Context: an optimization exercise on an open-source flow, tuned for a short achievable clock period and few clock cycles. The choices shown serve that exercise and are no tape-out recipe. The RTL was checked by simulation tests, not by an equivalence proof against the original design. Power figures rest on the tool's default switching activity, not on a simulated workload.

## middle
## mcpu_top
module mcpu_top(input clk,
                input reset,
                input [31:0] Data_in,
                output mem_w,
                output [31:0] Addr_out,
                output [31:0] Data_out);
    localparam S_ADD = 0, S_SUB = 1, S_AND = 2, S_OR = 3, S_XOR = 4, S_NOR = 5,
               S_SLT = 6, S_SLTU = 7, S_SLL = 8, S_SRL = 9, S_LUI = 10, NSEL = 11;
    function [32:0] ksadd;
        input [31:0] a, b;
        input        ci;
        reg   [31:0] g, p, g2, p2, c;
        integer k, l, d;
        begin
            p = a ^ b;
            g = a & b;
            g[0] = g[0] | (p[0] & ci);
            for (l = 0; l < 5; l = l + 1) begin
                d = 1 << l;
                g2 = g;
                p2 = p;
                for (k = 0; k < 32; k = k + 1)
                    if (k >= d) begin
                        g2[k] = g[k] | (p[k] & g[k - d]);
                        p2[k] = p[k] & p[k - d];
                    end
                g = g2;
                p = p2;
            end
            c = {g[30:0], ci};
            ksadd = {g[31], (a ^ b) ^ c};
        end
    endfunction
    reg [31:0] abus;
    reg [31:0] pcF;
    reg        mw;
    reg [31:0] dout;
    assign Addr_out = abus;
    assign mem_w    = mw;
    assign Data_out = dout;
    reg        mcyc;
    reg        m_we;
    reg [4:0]  m_rd;
    reg        dv;
    reg [31:0] dir;
    reg [31:0] dpc4;
    reg [31:0] dpc;
    reg        dpf;       
    reg        run;       
    reg [31:0] ras;       
    reg [31:0] djr;       
    reg        ev;
    reg [NSEL-1:0] esel;
    reg [31:0] ea, eb, esd;
    reg [4:0]  esh;
    reg [4:0]  erd;
    reg        ewe;       
  ...
clock: 12.0 ns
lec_check: 0
cap_margin: 20
core_margin: 2
core_utilization: 30
place_density: 0.45
slew_margin: 20
standard.sh (not shown) runs the stock make flow with config.mk's settings and CLKGATE_MAP_FILE= SYNTH_SCRIPT=/design/flow/synth_recipe.tcl, a recipe that flattens the netlist after the stock synthesis.
==> flow/flow/run.sh <==
#!/bin/bash
# Own flow: the standard layout script (standard.sh: the standard flow's synthesis
# script, SDC and ORFS steps) with two ORFS settings changed on its command line:
#  - ADDER_MAP_FILE empty: adders are left to ABC instead of being mapped to
#    full-adder cells, which gives much faster carry logic;
#  - SETUP_SLACK_MARGIN: the timing repair aims for this much extra setup slack,
#    so that the paths come out well below the clock period.
# The SDC (clock period, I/O delays, loads) is the standard flow's, unchanged.
set -uo pipefail
MARGIN=$(cat flow/margin.txt 2>/dev/null || echo 8.5)
bash standard.sh ADDER_MAP_FILE= SETUP_SLACK_MARGIN=$MARGIN finish > standard_flow.log 2>&1
rc=$?
tail -20 standard_flow.log
exit $rc
==> flow/flow/margin.txt <==
8.5
Testbench counts of middle, summed over its fixed seeds: cycles 12,825.
Inputs modified between middle and north:
--- a/flow/design.v
+++ b/flow/design.v
@@ -52,21 +52,20 @@
     reg [31:0] djr;       
     reg        ev;
     reg [NSEL-1:0] esel;
     reg [31:0] ea, eb, esd;
     reg [4:0]  esh;
     reg [4:0]  erd;
     reg        ewe;       
     reg        eldwe;     
     reg        emem, est;
     reg        ebr, ebne, epred, ejr;
-    reg        ezv, ez;   
     reg [31:0] ealt;
     reg        wwe;
     reg [4:0]  wrd;
     reg [31:0] wval;
     reg        wlwe;
     reg [4:0]  wlrd;
     reg [31:0] wlval;
     reg [32*32-1:32] rfq;   
     reg [31:1] rfv;       
     reg        btv;
@@ -169,38 +168,29 @@
     wire [31:0] a_ot = d_jal ? dpc4 : d_lui ? w_t : w_s;
     wire [31:0] ea_n = a_fe ? alu : a_ot;
     wire        b_reg = (d_R & ~d_jr) | d_br;
     wire        b_fe  = b_reg & fe_t;
     wire [31:0] b_ot  = b_reg ? w_t : d_lui ? {dir[15:0], 16'b0} : d_jal ? 32'b0 :
                         d_jr ? djr : d_imm;
     wire [31:0] eb_n  = b_fe ? alu : b_ot;
     wire [31:0] sd_n  = fe_t ? alu : w_t;
     wire [32:0] d_btc  = ksadd(dpc4, {d_imm[29:0], 2'b00}, 1'b0);
     wire [31:0] d_btgt = d_btc[31:0];
-    wire        d_spred = (d_rs == d_rt) ? d_beq : dir[15];
-    wire        fm_s = mcyc & m_we & (m_rd == d_rs);
-    wire        fw_s = wwe & (wrd == d_rs);
-    wire        fl_s = wlwe & (wlrd == d_rs);
-    wire        d_zv = (d_addi | d_andi) & ~fe_s & ~fm_s & ~fw_s & ~fl_s;
-    wire        d_z  = d_addi ? ((rf_s ^ d_imm) == {(rf_s[30:0] | d_imm[30:0]), 1'b0})
-                              : ((rf_s & d_imm) == 32'b0);
-    wire        d_zc    = (d_rt == 5'd0) & (d_rs != 5'd0);
-    wire        d_early = d_zc & fe_s & ezv;
-    wire        d_pred  = d_early ? (ez ^ d_bne) : d_spred;
+    wire        d_pred = (d_rs == d_rt) ? d_beq : dir[15];
     wire d_urs   = ~(d_j | d_jal | d_lui);
     wire d_urt   = d_R | d_br | d_sw | d_lui;
     wire ld_use  = ev & eldwe & (((erd == d_rs) & d_urs) | ((erd == d_rt) & d_urt));
     wire d_adv   = dv & run & ~ld_use & ~e_redir;
     wire d_bp    = d_br & d_pred;
     wire d_redir = d_adv & (d_bp ? ~dpf : dpf);
     wire [31:0] d_tgt = d_bp ? d_btgt : dpc4;
-    wire d_btw   = dv & d_br & d_spred & ~dpf & dir[15];   
+    wire d_btw   = dv & d_bp & ~dpf & dir[15];     
     wire        f_hit  = btv & (pcF == btpc);
     wire [32:0] pcF4c  = ksadd(pcF, 32'd4, 1'b0);
     wire [31:0] pcF4   = pcF4c[31:0];
     wire [5:0]  f_op   = Data_in[31:26];
     wire        f_jmp  = f_op[5:1] == 5'b00001;                  
     wire        f_jr   = (f_op == 6'h00) & (Data_in[5:0] == 6'h08);
     wire [31:0] f_jtgt = {pcF4[31:28], Data_in[25:0], 2'b00};
     wire        f_bth  = f_hit & ~f_jmp & ~f_jr;
     wire [31:0] f_next = f_jmp ? f_jtgt : f_jr ? ras : f_hit ? bttgt : pcF4;
     wire        f_acc  = run & ~mcyc & (~dv | d_adv);            
@@ -258,22 +248,20 @@
             esh     <= dir[10:6];
             erd     <= d_dst;
             ewe     <= d_we;
             eldwe   <= d_ldwe;
             emem    <= d_lw | d_sw;
             est     <= d_sw;
             ebr     <= d_br;
             ebne    <= d_bne;
             ejr     <= d_jr;
             epred   <= d_pred;
-            ezv     <= d_zv;
-            ez      <= d_z;
             ealt    <= d_pred ? dpc4 : d_btgt;
         end
         wrd   <= erd;
         wval  <= alu;
         wlrd  <= m_rd;
         wlval <= Data_in;
         if (d_btw) begin
             btpc  <= dpc;
             bttgt <= d_btgt;
         end
Findings:
- The fill cell total of the finished layout of north and that of middle are within noise of each other.
- middle → north: synthesized area divided by synthesized cell count now larger, total power went down by 1700 uW, worst stage delay on the critical path shrank by 0.27 ns.
- Path length in cells of the critical path delta for north relative to middle: 13 lower
- north ends up with a part of the power in combinational logic that is 6.6 points lower than in middle.
- Re total number of nets in the final design: middle was higher than north.
- Clock network fraction of total power: north higher than middle
- Measured against each other, middle and north differ in synthesized netlist net count, the lower figure coming from north.
- Non-clock buffer count on north is down relative to middle.
- The average wire per standard cell of north falls short of that of middle by 0.90 um.
- Delta (north minus middle): number of sequential storage elements saw little to no change, via count fell 4105.
Testbench counts of north, summed over its fixed seeds: cycles 12,982.

port drivers added, routing unchanged:
No port has a modelled driver above. Below, the same layouts with a new extraction and two added sets of constraints.
Step 1 (the two cells are an assumption about what drives the block):
set clk [get_ports {clk}]
set_driving_cell -lib_cell sky130_fd_sc_hd__clkbuf_16 $clk
set_driving_cell -lib_cell sky130_fd_sc_hd__buf_2 [delete_from_list [all_inputs] $clk]
Step 2 times the ports against the registers' clock, not the clock port: input delays grow and output delays shrink by t, the midpoint of the rising clock arrivals with the driver on.
a / b / c = no drivers / after step 1 / after step 2; a / b = the first two.
run	t, ns	setup slack, ns	worst setup path after step 2	clock arrival spread, ns
middle	0.988	8.007 / 8.007 / 7.098	input to register	0.066 / 0.067
north	0.976	8.140 / 8.050 / 7.253	input to register	0.107 / 0.108
After both steps setup and hold are still met in every run listed. For middle, which loses most, drivers alone change the setup slack by 0.000 ns; drivers and shift together by -0.909 ns.
